Background: an optimization exercise with open tools, aiming at small area, a short achievable clock period and few clock cycles per item. Do not read the settings as production practice. RTL that was checked went through simulation tests only; none was proved equivalent to the original. No activity file was given, so power comes from the tool's default toggle rates.

## JK
==> flow/design.v (excerpt) <==
module mp_adder (
    input  wire         iAddSub,
    input  wire         iClk,
    input  wire         iRst,
    input  wire         iStart,
    input  wire [511:0] iOpA,
    input  wire [511:0] iOpB,
    output wire [512:0] oRes,
    output wire         oDone);
export LEC_CHECK = 0
export ABC_AREA = 1
export CAP_MARGIN = 20
export CORE_AREA = 10 10 550 550
export DIE_AREA = 0 0 560 560
export SLEW_MARGIN = 20
create_clock -name core_clock -period 5.0 [get_ports {iClk}]
standard.sh (not shown) runs the stock make flow with config.mk's settings and CLKGATE_MAP_FILE= SYNTH_SCRIPT=/design/flow/synth_recipe.tcl, a recipe that flattens the netlist after the stock synthesis.
==> flow/flow/run.sh <==
#!/bin/bash
# Standard ORFS layout (the standard.sh), with the port buffers that
# buffer_ports inserts on every input and output made buf_1 cells instead of
# the cell it picks by default; the resizer still sizes them as timing needs.
set -euo pipefail
export BUFFER_PORTS_ARGS="-buffer_cell sky130_fd_sc_hd__buf_1"
bash standard.sh > standard_flow.log 2>&1
Testbench counts of JK, summed over its fixed seeds: cycles 768, items 384.
For MS, these inputs were changed with respect to JK:
--- a/flow/design.v
+++ b/flow/design.v
@@ -1006,35 +1006,18 @@
         end else begin : cn
             assign ci = dg[j-1];
         end
         assign d[j*4+1] = ci & p[0] | g[0];
         assign d[j*4+2] = ci & p[0] & p[1] | g[1] | g[0] & p[1];
         assign d[j*4+3] = ci & p[0] & p[1] & p[2] | g[2] | g[1] & p[2] | g[0] & p[1] & p[2];
         assign d[j*4+4] = dg[j];
     end endgenerate
-    reg [127:1] rD;
-    reg        rCout;
-    reg        rSub;
-    reg        rDone;
+    reg [512:0] rRes;
+    reg         rDone;
     always @(posedge iClk) begin
-        rD    <= {d[508], d[504], d[500], d[496], d[492], d[488], d[484], d[480], d[476], d[472], d[468], d[464], d[460], d[456], d[452], d[448], d[444], d[440], d[436], d[432], d[428], d[424], d[420], d[416], d[412], d[408], d[404], d[400], d[396], d[392], d[388], d[384], d[380], d[376], d[372], d[368], d[364], d[360], d[356], d[352], d[348], d[344], d[340], d[336], d[332], d[328], d[324], d[320], d[316], d[312], d[308], d[304], d[300], d[296], d[292], d[288], d[284], d[280], d[276], d[272], d[268], d[264], d[260], d[256], d[252], d[248], d[244], d[240], d[236], d[232], d[228], d[224], d[220], d[216], d[212], d[208], d[204], d[200], d[196], d[192], d[188], d[184], d[180], d[176], d[172], d[168], d[164], d[160], d[156], d[152], d[148], d[144], d[140], d[136], d[132], d[128], d[124], d[120], d[116], d[112], d[108], d[104], d[100], d[96], d[92], d[88], d[84], d[80], d[76], d[72], d[68], d[64], d[60], d[56], d[52], d[48], d[44], d[40], d[36], d[32], d[28], d[24], d[20], d[16], d[12], d[8], d[4]};
-        rCout <= d[512] & ~iAddSub;
-        rSub  <= iAddSub;
+        rRes <= {d[512] & ~iAddSub, x ^ d[511:0]};
         if (iRst) rDone <= 1'b0;
         else      rDone <= iStart;
     end
-    wire [511:0] dq;
-    wire [511:0] prq = x ^ {512{rSub}};
-    generate for (j = 0; j < 128; j = j + 1) begin : chk
-        if (j == 0) begin : c0
-            assign dq[0] = 1'b0;
-        end else begin : cn
-            assign dq[j*4] = rD[j];
-        end
-        genvar i;
-        for (i = 1; i < 4; i = i + 1) begin : r
-            assign dq[j*4+i] = prq[j*4+i-1] ? dq[j*4+i-1] : iOpB[j*4+i-1];
-        end
-    end endgenerate
-    assign oRes  = {rCout, x ^ dq};
+    assign oRes  = rRes;
     assign oDone = rDone;
 endmodule
Results
- Summary of MS over JK: area occupied by registers higher; number of vias after detailed routing climbed 8845; highest ir drop seen on vdd moved up.
- Relative to JK, combined buffer and inverter count along the critical path has gone up in MS.
- For MS, the slowest stage cell on the critical path was sky130_fd_sc_hd__a21boi_0, unlike JK, where it was sky130_fd_sc_hd__nor2_1.
- Cmp MS and JK / gate count of the mapped netlist / higher: MS
- The total routed wirelength number comes out lower for JK vs MS.
For MS, only the layout was checked, not whether the RTL still works.

========
Another version of the RTL of mp_adder (not shown whole).
Size: ~130 flip-flops.
// mp_adder
module mp_adder (
    input  wire         iAddSub,
    input  wire         iClk,
    input  wire         iRst,
    input  wire         iStart,
    input  wire [511:0] iOpA,
    input  wire [511:0] iOpB,
    output wire [512:0] oRes,
    output wire         oDone);
    wire [511:0] bx, p, g, c, sum;
    wire [127:0] cg, cp, cc;
    reg  [127:1] rC;      
    reg         rCout;   
    reg         rDone;
    wire [127:0] ci = {rC, iAddSub};
    genvar j;
    generate for (j = 0; j < 128; j = j + 1) begin : chunk
        mpa_bx  u_bx  (.s(iAddSub), .b(iOpB[4*j +: 4]), .bx(bx[4*j +: 4]));
        mpa_ha  u_pg  (.a(iOpA[4*j +: 4]), .b(bx[4*j +: 4]), .p(p[4*j +: 4]), .g(g[4*j +: 4]));
        mpa_gp  u_gp  (.p(p[4*j +: 4]), .g(g[4*j +: 4]), .G(cg[j]), .Pc(cp[j]));
        assign c[4*j] = ci[j];
        mpa_ng  u_c1  (.gh(g[4*j+0]), .ph(p[4*j+0]), .gl(c[4*j+0]), .g(c[4*j+1]));
        mpa_ng  u_c2  (.gh(g[4*j+1]), .ph(p[4*j+1]), .gl(c[4*j+1]), .g(c[4*j+2]));
        mpa_ng  u_c3  (.gh(g[4*j+2]), .ph(p[4*j+2]), .gl(c[4*j+2]), .g(c[4*j+3]));
        mpa_xor u_s   (.a(p[4*j +: 4]), .b(c[4*j +: 4]), .y(sum[4*j +: 4]));
    end endgenerate
    wire G0c;
    mpa_ng n0c (.gh(cg[0]), .ph(cp[0]), .gl(iAddSub), .g(G0c));
    wire G0;
    mpa_ng n0 (.gh(cg[1]), .ph(cp[1]), .gl(G0c), .g(G0));
    wire G1, P1;
    mpa_nd n1 (.gh(cg[3]), .ph(cp[3]), .gl(cg[2]), .pl(cp[2]), .g(G1), .p(P1));
    wire G2, P2;
    mpa_nd n2 (.gh(cg[5]), .ph(cp[5]), .gl(cg[4]), .pl(cp[4]), .g(G2), .p(P2));
    wire G3, P3;
    mpa_nd n3 (.gh(cg[7]), .ph(cp[7]), .gl(cg[6]), .pl(cp[6]), .g(G3), .p(P3));
    wire G4, P4;
    mpa_nd n4 (.gh(cg[9]), .ph(cp[9]), .gl(cg[8]), .pl(cp[8]), .g(G4), .p(P4));
    wire G5, P5;
    mpa_nd n5 (.gh(cg[11]), .ph(cp[11]), .gl(cg[10]), .pl(cp[10]), .g(G5), .p(P5));
    wire G6, P6;
    mpa_nd n6 (.gh(cg[13]), .ph(cp[13]), .gl(cg[12]), .pl(cp[12]), .g(G6), .p(P6));
    wire G7, P7;
    mpa_nd n7 (.gh(cg[15]), .ph(cp[15]), .gl(cg[14]), .pl(cp[14]), .g(G7), .p(P7));
    wire G8, P8;
    mpa_nd n8 (.gh(cg[17]), .ph(cp[17]), .gl(cg[16]), .pl(cp[16]), .g(G8), .p(P8));
    wire G9, P9;
    mpa_nd n9 (.gh(cg[19]), .ph(cp[19]), .gl(cg[18]), .pl(cp[18]), .g(G9), .p(P9));
    wire G10, P10;
    mpa_nd n10 (.gh(cg[21]), .ph(cp[21]), .gl(cg[20]), .pl(cp[20]), .g(G10), .p(P10));
    wire G11, P11;
  ...
clock: 5.0 ns
lec_check: 0
cap_margin: 20
core_area: 10 10 460 460
die_area: 0 0 470 470
gpl_timing_driven: 0
setup_slack_margin: 0.5
slew_margin: 20
synth_hierarchical: 1
==> flow/flow/run.sh <==
#!/bin/bash
# Standard ORFS layout (the standard.sh) with three changes to how it is done:
# - buffer_ports gives every input and output port a buf_1 cell (the resizer
#   still sizes them as timing needs) instead of the cell it picks by default;
# - the ports are placed in bit order round the die edge, each bit's
#   iOpA/iOpB/oRes side by side (flow/pinorder.tcl, before place_pins);
# - before the resize step's repair_design, high-fanout nets get buffer trees
#   built from their sinks' locations (flow/pre_resize.tcl, flow/tree.tcl).
set -euo pipefail
export BUFFER_PORTS_ARGS="-buffer_cell sky130_fd_sc_hd__buf_1"
export PRE_IO_PLACEMENT_TCL="$(pwd)/flow/pinorder.tcl"
export PRE_RESIZE_TCL="$(pwd)/flow/pre_resize.tcl"
bash standard.sh > standard_flow.log 2>&1
Other scripts of this flow, unchanged in this note and not shown: flow/flow/pinorder.tcl, flow/flow/pre_resize.tcl, flow/flow/tree.tcl
The baseline finished with timing, DRC and antenna clean.
Edit:
--- a/flow/design.v
+++ b/flow/design.v
@@ -124,15 +124,15 @@
     input  wire [511:0] iOpA,
     input  wire [511:0] iOpB,
     output wire [512:0] oRes,
     output wire         oDone);
     wire [511:0] bx, p, g, c, sum;
     wire [127:0] cg, cp, cc;
     reg  [127:1] rC;      
-    reg         rCout;   
+    reg         rCout;
     reg         rDone;
     wire [127:0] ci = {rC, iAddSub};
     genvar j;
     generate for (j = 0; j < 128; j = j + 1) begin : chunk
         mpa_bx  u_bx  (.s(iAddSub), .b(iOpB[4*j +: 4]), .bx(bx[4*j +: 4]));
         mpa_ha  u_pg  (.a(iOpA[4*j +: 4]), .b(bx[4*j +: 4]), .p(p[4*j +: 4]), .g(g[4*j +: 4]));
         mpa_gp  u_gp  (.p(p[4*j +: 4]), .g(g[4*j +: 4]), .G(cg[j]), .Pc(cp[j]));
@@ -1166,14 +1166,14 @@
     assign cc[123] = G382;
     assign cc[124] = G446;
     assign cc[125] = G383;
     assign cc[126] = G447;
     assign cc[127] = G384;
     always @(posedge iClk) begin
         rC    <= cc[126:0];
-        rCout <= cc[127];
+        rCout <= cc[127] & ~iAddSub;
         if (iRst) rDone <= 1'b0;
         else      rDone <= iStart;
     end
-    assign oRes  = {rCout & ~iAddSub, sum};   
+    assign oRes  = {rCout, sum};
     assign oDone = rDone;
 endmodule
Hold slack stays flat.
Fmax increases by 1.3%.
Count of clock-buffer cells in the layout does not change.
Design area barely changes.
Via count decreases by 0.51%.
Setup slack gets better by 0.055 ns.
Total power increases by 0.49%.
Final cell count is about the same.
Testbench counts after the change, summed over its fixed seeds: cycles 768, items 384.
Function not checked in the first run of this note: the RTL went through the layout flow alone.

========
mp_adder, a different RTL version from the one above (not shown whole).
Size in the first run: ~130 flip-flops.
==> flow/config.mk <==
export PLATFORM = sky130hd
export DESIGN_NAME = mp_adder
export DESIGN_NICKNAME = mp_adder
export VERILOG_FILES = /design/flow/design.v
export SDC_FILE = /design/flow/constraint.sdc
export NUM_CORES = 4
export LEC_CHECK = 0
export CAP_MARGIN = 20
export CORE_AREA = 10 10 460 460
export DIE_AREA = 0 0 470 470
export GPL_TIMING_DRIVEN = 0
export SETUP_SLACK_MARGIN = 0.8
export SLEW_MARGIN = 20
export SYNTH_HIERARCHICAL = 1
==> flow/constraint.sdc <==
create_clock -name core_clock -period 5.0 [get_ports {iClk}]
set_input_delay 1.0000 -clock core_clock [delete_from_list [all_inputs] [get_ports {iClk}]]
set_output_delay 1.0000 -clock core_clock [all_outputs]
set_load 0.01 [all_outputs]
Scripts as last shown in full above: flow/flow/run.sh
Other scripts of this flow, unchanged in this note and not shown: flow/flow/pinorder.tcl, flow/flow/pre_resize.tcl, flow/flow/tree.tcl
==> next run, changes <==
--- a/flow/design.v
+++ b/flow/design.v
@@ -131,14 +131,13 @@
     reg         rCout;
     reg         rDone;
     wire [127:0] ci = {rC, iAddSub};
     genvar j;
     generate for (j = 0; j < 128; j = j + 1) begin : chunk
         mpa_bx  u_bx  (.s(iAddSub), .b(iOpB[4*j +: 4]), .bx(bx[4*j +: 4]));
-        mpa_xor u_p   (.a(iOpA[4*j +: 4]), .b(bx[4*j +: 4]), .y(p[4*j +: 4]));
-        mpa_and u_g   (.a(iOpA[4*j +: 4]), .b(bx[4*j +: 4]), .y(g[4*j +: 4]));
+        mpa_ha  u_pg  (.a(iOpA[4*j +: 4]), .b(bx[4*j +: 4]), .p(p[4*j +: 4]), .g(g[4*j +: 4]));
         mpa_gp  u_gp  (.p(p[4*j +: 4]), .g(g[4*j +: 4]), .G(cg[j]), .Pc(cp[j]));
         assign c[4*j] = ci[j];
         mpa_ng  u_c1  (.gh(g[4*j+0]), .ph(p[4*j+0]), .gl(c[4*j+0]), .g(c[4*j+1]));
         mpa_ng  u_c2  (.gh(g[4*j+1]), .ph(p[4*j+1]), .gl(c[4*j+1]), .g(c[4*j+2]));
         mpa_ng  u_c3  (.gh(g[4*j+2]), .ph(p[4*j+2]), .gl(c[4*j+2]), .g(c[4*j+3]));
         mpa_xor u_s   (.a(p[4*j +: 4]), .b(c[4*j +: 4]), .y(sum[4*j +: 4]));
Final area falls by 4.5%; fmax came out higher by 0.59%; clock power goes up by about 4%; routed wire length drops by 3.3%; sequential cell count is unchanged; utilization went down by 0.94 points; worst setup slack improves by 25 ps; total power drops by 1.4%; final cell count falls by 6.5%; sequential power barely changes.
Testbench counts after the change, summed over its fixed seeds: cycles 768, items 384.
No functional check of the RTL was part of the first run of this note.

========
mp_adder, a different RTL version from the one above (not shown whole).
Size in the first run: about 4700 cells after synthesis, ~130 flip-flops.
clock: 5.0 ns
lec_check: 0
cap_margin: 20
core_area: 10 10 460 460
die_area: 0 0 470 470
gpl_timing_driven: 0
setup_slack_margin: 0.8
slew_margin: 20
synth_hierarchical: 1
Scripts as last shown in full above: flow/flow/run.sh
Other scripts of this flow, unchanged in this note and not shown: flow/flow/pinorder.tcl, flow/flow/pre_resize.tcl, flow/flow/tree.tcl
Then changed:
--- a/flow/design.v
+++ b/flow/design.v
@@ -99,28 +99,20 @@
     input  wire [3:0] a, b,
     output wire [3:0] y);
     assign y = a & ~b;
 endmodule
 module mpa_gp (
     input  wire [3:0] p, g,
     output wire        G, Pc);
     assign G  = g[3] | g[2] & p[3] | g[1] & p[2] & p[3] | g[0] & p[1] & p[2] & p[3];
     assign Pc = &p;
 endmodule
-module mpa_cla (
-    input  wire        ci,
-    input  wire [2:0] p, g,
-    output wire [2:0] c);
-    assign c[0] = ci & p[0] | g[0];
-    assign c[1] = ci & p[0] & p[1] | g[1] | g[0] & p[1];
-    assign c[2] = ci & p[0] & p[1] & p[2] | g[2] | g[1] & p[2] | g[0] & p[1] & p[2];
-endmodule
 module mpa_nd (
     input  wire gh, ph, gl, pl,
     output wire g, p);
     assign g = gh | (ph & gl);
     assign p = ph & pl;
 endmodule
 module mpa_ng (
     input  wire gh, ph, gl,
     output wire g);
     assign g = gh | (ph & gl);
@@ -139,21 +131,23 @@
     reg  [127:1] rC;      
     reg         rCout;
     reg         rDone;
     wire [127:0] ci = {rC, iAddSub};
     genvar j;
     generate for (j = 0; j < 128; j = j + 1) begin : chunk
         mpa_xor u_y   (.a(iOpA[4*j +: 4]), .b(iOpB[4*j +: 4]), .y(bx[4*j +: 4]));
         mpa_pg2 u_pg  (.s(iAddSub), .y(bx[4*j +: 4]), .a(iOpA[4*j +: 4]), .p(p[4*j +: 4]), .g(g[4*j +: 4]));
         mpa_gp  u_gp  (.p(p[4*j +: 4]), .g(g[4*j +: 4]), .G(cg[j]), .Pc(cp[j]));
         assign c[4*j] = ci[j];
-        mpa_cla u_cla (.ci(ci[j]), .p(p[4*j +: 3]), .g(g[4*j +: 3]), .c(c[4*j+1 +: 3]));
+        mpa_ng  u_c1  (.gh(g[4*j+0]), .ph(p[4*j+0]), .gl(c[4*j+0]), .g(c[4*j+1]));
+        mpa_ng  u_c2  (.gh(g[4*j+1]), .ph(p[4*j+1]), .gl(c[4*j+1]), .g(c[4*j+2]));
+        mpa_ng  u_c3  (.gh(g[4*j+2]), .ph(p[4*j+2]), .gl(c[4*j+2]), .g(c[4*j+3]));
         mpa_xor u_s   (.a(p[4*j +: 4]), .b(c[4*j +: 4]), .y(sum[4*j +: 4]));
     end endgenerate
     wire G0c;
     mpa_ng n0c (.gh(cg[0]), .ph(cp[0]), .gl(iAddSub), .g(G0c));
     wire G0;
     mpa_ng n0 (.gh(cg[1]), .ph(cp[1]), .gl(G0c), .g(G0));
     wire G1, P1;
     mpa_nd n1 (.gh(cg[3]), .ph(cp[3]), .gl(cg[2]), .pl(cp[2]), .g(G1), .p(P1));
     wire G2, P2;
     mpa_nd n2 (.gh(cg[5]), .ph(cp[5]), .gl(cg[4]), .pl(cp[4]), .g(G2), .p(P2));
Effect: Via count decreases by 3.3%. Cell area is lower by 4.5%. Synthesized area goes down by 3.4%. Power goes down by 3.1%. Setup slack degrades by 0.053 ns. Worst hold slack gets worse by 0.0040 ns. Synthesized cell count drops by 2.7%. Utilization falls by 1.0 points. Die area does not change. Clock-buffer cell count is unchanged. Flip-flop and latch count does not change. Routed wire length is lower by 2.3%.
No run of this note included a check of the RTL's function; only the layout flow was run.

[port drivers added, routing unchanged]
The flow's constraints put no driver on any port. The routed layouts listed below were extracted and timed again, unchanged, in two steps. Step 1 sets driving cells, clkbuf_16 on the clock port and buf_2 on the other inputs (assumed; they add their load-dependent delay and slew). Step 2, shift: input delay + t, output delay - t, t = (earliest + latest rising clock arrival at the registers) / 2. This alone moves slack from input paths to output paths. Three values: ideal ports, drivers, drivers and shift; two values: the first two.
run | t (ns) | setup slack, ns | slew at the worst register clock pin (ns) | pins driven straight from the clock port
JK | 0.645 | 0.568 / 0.445 / -0.030 | 0.08 / 0.08 | 1
MS | 0.886 | 0.612 / 0.677 / -0.209 | 0.07 / 0.07 | 1
the first run of note 2 | 0.605 | 0.631 / 0.594 / 0.109 | 0.08 / 0.08 | 1
the second run of note 2 | 0.609 | 0.686 / 0.637 / 0.113 | 0.08 / 0.08 | 1
the first run of note 3 | 0.622 | 0.818 / 0.764 / 0.257 | 0.08 / 0.08 | 1
the second run of note 3 | 0.605 | 0.843 / 0.790 / 0.272 | 0.08 / 0.08 | 1
the first run of note 4 | 0.608 | 0.816 / 0.773 / 0.266 | 0.08 / 0.08 | 1
the second run of note 4 | 0.634 | 0.764 / 0.793 / 0.190 | 0.08 / 0.08 | 1
With both steps, setup timing fails in JK and MS, where it was met with ideal ports. The setup slack of MS, which loses most, moves by +0.065 ns with the drivers and by -0.821 ns with both steps.
